Background: an optimization exercise with open tools, aiming at small area and a short achievable clock period. Do not read the settings as production practice. Only simulation tests tie the RTL to the original design; equivalence was not proved.

`flow/design.v`:
```
module rotator
#( 
    parameter WIDTH = 4
)
(
    input  [WIDTH - 1:0] x,
    output [WIDTH - 1:0] z
);
    wire [2 * WIDTH - 1:0] temp;
    assign temp = {x, x} << 1'b1;
    assign z = temp[2 * WIDTH - 1: WIDTH];
endmodule
module register
# (
    parameter WIDTH = 4
)
(
    input                      clk,
    input                      rst,
    input                      load,
    input                      ack,
    input 	   [WIDTH - 1:0] in,
    output reg [WIDTH - 1:0] out
);
    always @ (posedge clk, negedge rst)
        if (~rst)
            out <= {{(WIDTH - 1){ 1'b0 }}, 1'b1};
        else if (load & ack)
            out <= in;
endmodule
module arbiter (
	req, grant, base
);
parameter WIDTH = 4;
input [WIDTH-1:0] req;
output [WIDTH-1:0] grant;
input [WIDTH-1:0] base;
wire [2*WIDTH-1:0] double_req = {req,req};
wire [2*WIDTH-1:0] double_grant = double_req & ~(double_req-base);
assign grant = double_grant[WIDTH-1:0] | double_grant[2*WIDTH-1:WIDTH];
endmodule
module decoder
# (
    parameter WIDTH = 4,
    parameter OUTPUT_TYPE = 1
)
(
    input                      clk,
    input                      rst,
    input                      ack,
    input                      load,
    input 	   [WIDTH - 1:0] in,
    output reg     [WIDTH - 1:0] out
);
	always @ (posedge clk, negedge rst)
	  if (~rst)
            out <= {WIDTH { 1'b0 }};
          else if (load & ack)
            out <= in;
endmodule
module rr_arbiter(clk, resetb, ack, request, grant);
	parameter integer WIDTH = 64;
	input clk, resetb, ack;
	input [WIDTH - 1:0] request;
	output [WIDTH - 1:0] grant;
	wire [WIDTH - 1:0] next_base;
	wire [WIDTH - 1:0] grant_tmp;
	wire [WIDTH - 1:0] shifted_base;
	rotator #(.WIDTH(WIDTH)) rotator(.x(grant_tmp), .z(shifted_base));
	register #(.WIDTH(WIDTH)) base(.clk(clk), .rst(resetb), .ack(ack), .load(|grant_tmp), .in(shifted_base), .out(next_base));
	arbiter #(.WIDTH(WIDTH)) arbiter(.req(request), .grant(grant_tmp), .base(next_base));
	decoder #(.WIDTH(WIDTH)) final_decoder(.clk(clk), .rst(resetb), .ack(ack), .load(1'b1), .in(grant_tmp), .out(grant));
endmodule
```
`flow/run.sh`:
```
#!/bin/bash
# synth_recipe.tcl (not shown) runs the flow's synth.tcl, then flattens the netlist and writes it again
# the make line also repeats each setting of config.mk as NAME=value (left out here)
make -C /OpenROAD-flow-scripts/flow DESIGN_CONFIG=/design/flow/config.mk WORK_HOME=/design/flow/orfs CLKGATE_MAP_FILE= SYNTH_SCRIPT=/design/flow/synth_recipe.tcl finish
```
`flow/config.mk`:
```
export PLATFORM = sky130hd
export DESIGN_NAME = rr_arbiter
export DESIGN_NICKNAME = rr_arbiter
export VERILOG_FILES = /design/flow/design.v
export SDC_FILE = /design/flow/constraint.sdc
export NUM_CORES = 4
export LEC_CHECK = 0
export CAP_MARGIN = 20
export CORE_MARGIN = 2
export CORE_UTILIZATION = 40
export SLEW_MARGIN = 20
```
`flow/constraint.sdc`:
```
create_clock -name core_clock -period 8.0 [get_ports {clk}]
set_input_delay 1.6000 -clock core_clock [delete_from_list [all_inputs] [get_ports {clk}]]
set_output_delay 1.6000 -clock core_clock [all_outputs]
set_load 0.01 [all_outputs]
```
==> flow_summary.ini <==
[clock_network]
clk_path_buf_depth = 2
clock_sink_count = 128
cts_tree = yes
post_cts_repair_setup_buffers = 0
cts_inserted_buffers = 17
clk_pin_slew_worst_paths_ps = 70
cts_root_buf = sky130_fd_sc_hd__clkbuf_16
post_cts_hold_buffer_count = 0
worst_skew_pair.late_latency_ps = 480
h-tree-depth = 4
cts-resized-gates = 0

[hold_path]
hold_start = base.out[14]$_DFFE_PN0P_
class_of_the_worst_hold_path = flop to flop

[detailed_routing]
vias = 15000
route.detailed.wl_per_inst_um = 31.9
detail_route.drc_violations = 0
ant_nets = 0
finalWirelength_um = 70300
top_layer_used = met4
viasPerCell = 6.79
wl_met2_um = 28900
met3_routed_wl_um = 7830
count_of_tritonroute_iterations_in_the_first_routing_pass = 6
first_iter_violations = 2354
wl_met1_um = 29400

[worst_setup_path]
worst-r2r-setup-slack_ps = 1890
r2r-start = base.out[0]$_DFFE_PN1P_
setup.worst_path.class = primary input to flop
arrival_time_of_data_at_the_critical_path_endpoint_ps = 8170
cell_by_cell_listing_of_the_critical_path = clkdlybuf4s50_1 > inv_1 > fa_1 > nand2b_1 > a211oi_1 > o211ai_1 > a2111oi_2 > o31ai_1 > a21oi_1 > o32ai_1 > nor4_1 > and4_1 > nand4_1 > o21a_4 > buf_12 > o22ai_2
crit_family = compound AO/OA/AOI/OAI gates
crit_start = request[1]
slowest_stage = sky130_fd_sc_hd__a21oi_1
crit_path_max_fo = 36
cp-start-kind = primary input
worst_ep_required_time_ps = 8390
critPathCaptureType = flop
cp_slowest_stage_delay_ps = 840
cp_num_buf_inv = 3

[sta]
period_needed_ps = 7780
setup_viol_count_final = 0
finClkSkew_ps = 16.6
report.final.hold_viol_count = 0
layout_worst_path_cycle_share = 0.972
fmaxAchievable_mhz = 129
whs_ps = 480
max_transition_margin = 0.0802
worst_pin_slew_ps = 1370
rsz0062_at_grt = no
finalMaxSlewViolations = 0
totalNegativeSetupSlack_ps = 0

[placed_design]
place.detailed.instances = 2169
dpl-instance-area_mm2 = 0.0143
gpl.final_weighted_congestion = 1.10
detailedPlacementHpwl_um = 58000
portBuffers = 130

[grt]
number_of_antenna_violations_at_the_first_check_in_global_routing = 1
overflow = 0
first_global_vias = 14100
grt_first_pass_wirelength_um = 99900
grt_start_max_net_pins = 67
grtUsageTotal = 0.423

[outcome]
status = finished clean

[die]
design.die.area_mm2 = 0.0327
placeableCoreArea_mm2 = 0.0307
initial_core_util = 0.408
die_width_um = 181
io-pin-count = 131
die_h_um = 181
placement_rows = 64

[cells_and_area]
instances_no_fill = 2202
synthToLayoutAreaGrowth_pct = 18.9
finish.instance_area_mm2 = 0.0149
layout-drive-gt1-share = 0.108
layout.filler_cells = 3093
final_net_count = 1923

[synthesis]
netlist_instances = 1663
post_synth.cell_area_avg_um2 = 7.53
synth_largest_type_area_fraction = 0.254
yosys-top-cells-area = sky130_fd_sc_hd__dfrtp_1 25%, sky130_fd_sc_hd__ha_1 6.3%, sky130_fd_sc_hd__a21oi_1 6.0%
synth.cell_area_mm2 = 0.0125
ys_types = 102
synth_common_cells = 189 x sky130_fd_sc_hd__nand2_1, 149 x sky130_fd_sc_hd__a21oi_1, 145 x sky130_fd_sc_hd__nor2_1, 134 x sky130_fd_sc_hd__inv_1, 128 x sky130_fd_sc_hd__o21ai_0
synth_largest_area_cell = sky130_fd_sc_hd__dfrtp_1
number_of_warnings_issued_by_yosys = 2
synth_fp_nets = 1794
asr_flop_ratio_synth = 1.00
synthMostInstantiatedCell = sky130_fd_sc_hd__nand2_1
yosysSeqAreaShare = 0.256
main_flop_type_after_synthesis = sky130_fd_sc_hd__dfrtp_1
yosys_register_bits = 128
synth-edff-count = 0

[power]
power.density_mw_per_mm2 = 377
post-layout-total-power_mw = 5.61
seqPwrFrac = 0.183
p_int_mw = 2.64
power_switching_mw = 2.97
vdd_drop_max_uv = 239
power.clock.fraction = 0.149
power_leakage_nw = 5.89
power.share.switching = 0.530
p_comb_frac = 0.669

[flow_run]
cap_violations = 0
[path summary, 6_finish.rpt]
| check | end | depth (start not counted) |
|---|---|---|
| setup / recovery | base.out[16]$_DFFE_PN0P_ | 16 |
| hold / removal | base.out[14]$_DFFE_PN0P_ | 1 |
| setup reg to reg | base.out[16]$_DFFE_PN0P_ | 15 |
| hold reg to reg | base.out[14]$_DFFE_PN0P_ | 1 |
| max in group asynchronous | base.out[51]$_DFFE_PN0P_ | 2 |
| min in group asynchronous | base.out[18]$_DFFE_PN0P_ | 1 |
[metal layers]
layer / up-vias / track usage
met5: - / 0
met4: 0 / 0.225
met3: 197 / 0.0986
met2: 1107 / 0.607
met1: 7241 / 0.587
li1: 6417 / -
[logic make-up after synthesis]
group,count (synthesis),synth area share
AND/OR/NAND/NOR,665,0.270
AO/OA/AOI/OAI,552,0.295
buffers and inverters,207,0.0803
flip-flops,128,0.256
adder cells (fa/ha/maj),64,0.0645
XOR/XNOR,38,0.0266
multiplexers,9,0.00759
[metrics by stage]
stage               setup slack [ps]  utilization
floorplan                       2840            -
global placement                 146        0.465
detailed placement              91.3        0.466
CTS                              536        0.485
global route                     255        0.485
finish                           222        0.485
[power by group through the flow]
stage / registers [mW] / clock network (mW) / logic (mW)
final: 1.02 / 0.835 / 3.75
after global routing: 1.06 / 0.865 / 3.92
after CTS: 1.03 / 0.839 / 3.59
after detailed placement: 1.03 / 0 / 3.56
after global placement: 1.02 / 0 / 3.57
after floorplan: 1.08 / 0 / 2.09
[sequential cells by signal, summed over array words and instances, names as in the netlist]
signal,count
base.out,64
final_decoder.out,64
[layout by cell type, fill, tap and decap left out, types with 8 or more instances in the layout]
| cell | instances |
|---|---|
| sky130_fd_sc_hd__xor2_1 | 16 |
| sky130_fd_sc_hd__o2111ai_1 | 9 |
| sky130_fd_sc_hd__buf_4 | 52 |
| sky130_fd_sc_hd__nor3_1 | 55 |
| sky130_fd_sc_hd__nand3b_1 | 8 |
| sky130_fd_sc_hd__nor4_1 | 35 |
| sky130_fd_sc_hd__or2_2 | 10 |
| sky130_fd_sc_hd__clkbuf_16 | 17 |
| sky130_fd_sc_hd__o21ai_2 | 44 |
| sky130_fd_sc_hd__o31ai_1 | 13 |
| sky130_fd_sc_hd__o21ai_1 | 9 |
| sky130_fd_sc_hd__nor2_1 | 145 |
| sky130_fd_sc_hd__nand4_1 | 59 |
| sky130_fd_sc_hd__o21a_1 | 10 |
| sky130_fd_sc_hd__a21o_1 | 36 |
| sky130_fd_sc_hd__o21ai_0 | 127 |
| sky130_fd_sc_hd__a31oi_1 | 16 |
| sky130_fd_sc_hd__ha_1 | 63 |
| sky130_fd_sc_hd__inv_1 | 134 |
| sky130_fd_sc_hd__a21oi_1 | 149 |
| sky130_fd_sc_hd__a211oi_1 | 15 |
| sky130_fd_sc_hd__o211ai_1 | 11 |
| sky130_fd_sc_hd__nand2_1 | 189 |
| sky130_fd_sc_hd__nand3_1 | 45 |
| sky130_fd_sc_hd__dfrtp_1 | 127 |
| sky130_fd_sc_hd__nand2b_1 | 12 |
| sky130_fd_sc_hd__xnor2_1 | 22 |
| sky130_fd_sc_hd__or3_1 | 16 |
| sky130_fd_sc_hd__and2_1 | 12 |
| sky130_fd_sc_hd__a21boi_0 | 8 |
| sky130_fd_sc_hd__and3_1 | 13 |
| sky130_fd_sc_hd__or4_1 | 16 |
| sky130_fd_sc_hd__clkdlybuf4s50_1 | 128 |
[cell type report]
cell class / instances / area, µm² / share of cell area
antenna: 1 / 2.50 / 0.000168
clock buffer: 19 / 453 / 0.0304
clock inverter: 13 / 151 / 0.0102
inverter: 134 / 503 / 0.0338
multi-input combinational: 1328 / 8350 / 0.561
sequential: 128 / 3200 / 0.215
tap: 396 / 495 / 0.0333
timing repair buffer: 183 / 1720 / 0.116

[afterwards: timing with drivers on the ports]
No port has a modelled driver above. Below, the same layout with a new extraction and two added sets of constraints. Step 1 assumes that a clkbuf_16 drives the clock port and a buf_2 every other input. Step 2, shift: input delay + t, output delay - t, t = (earliest + latest rising clock arrival at the registers) / 2. This alone moves slack from input paths to output paths. Slacks: no drivers / after step 1 / after step 2; pairs: no drivers / after step 1.
shift t [ns]: 0.523
setup WS [ns]: 0.222 / 0.235 / -0.288
worst data-port slew with drivers (ns): 0.05
With both steps, setup timing fails in this run, where it was met with ideal ports. The setup slack of this run moves by +0.013 ns with the drivers and by -0.510 ns with both steps.
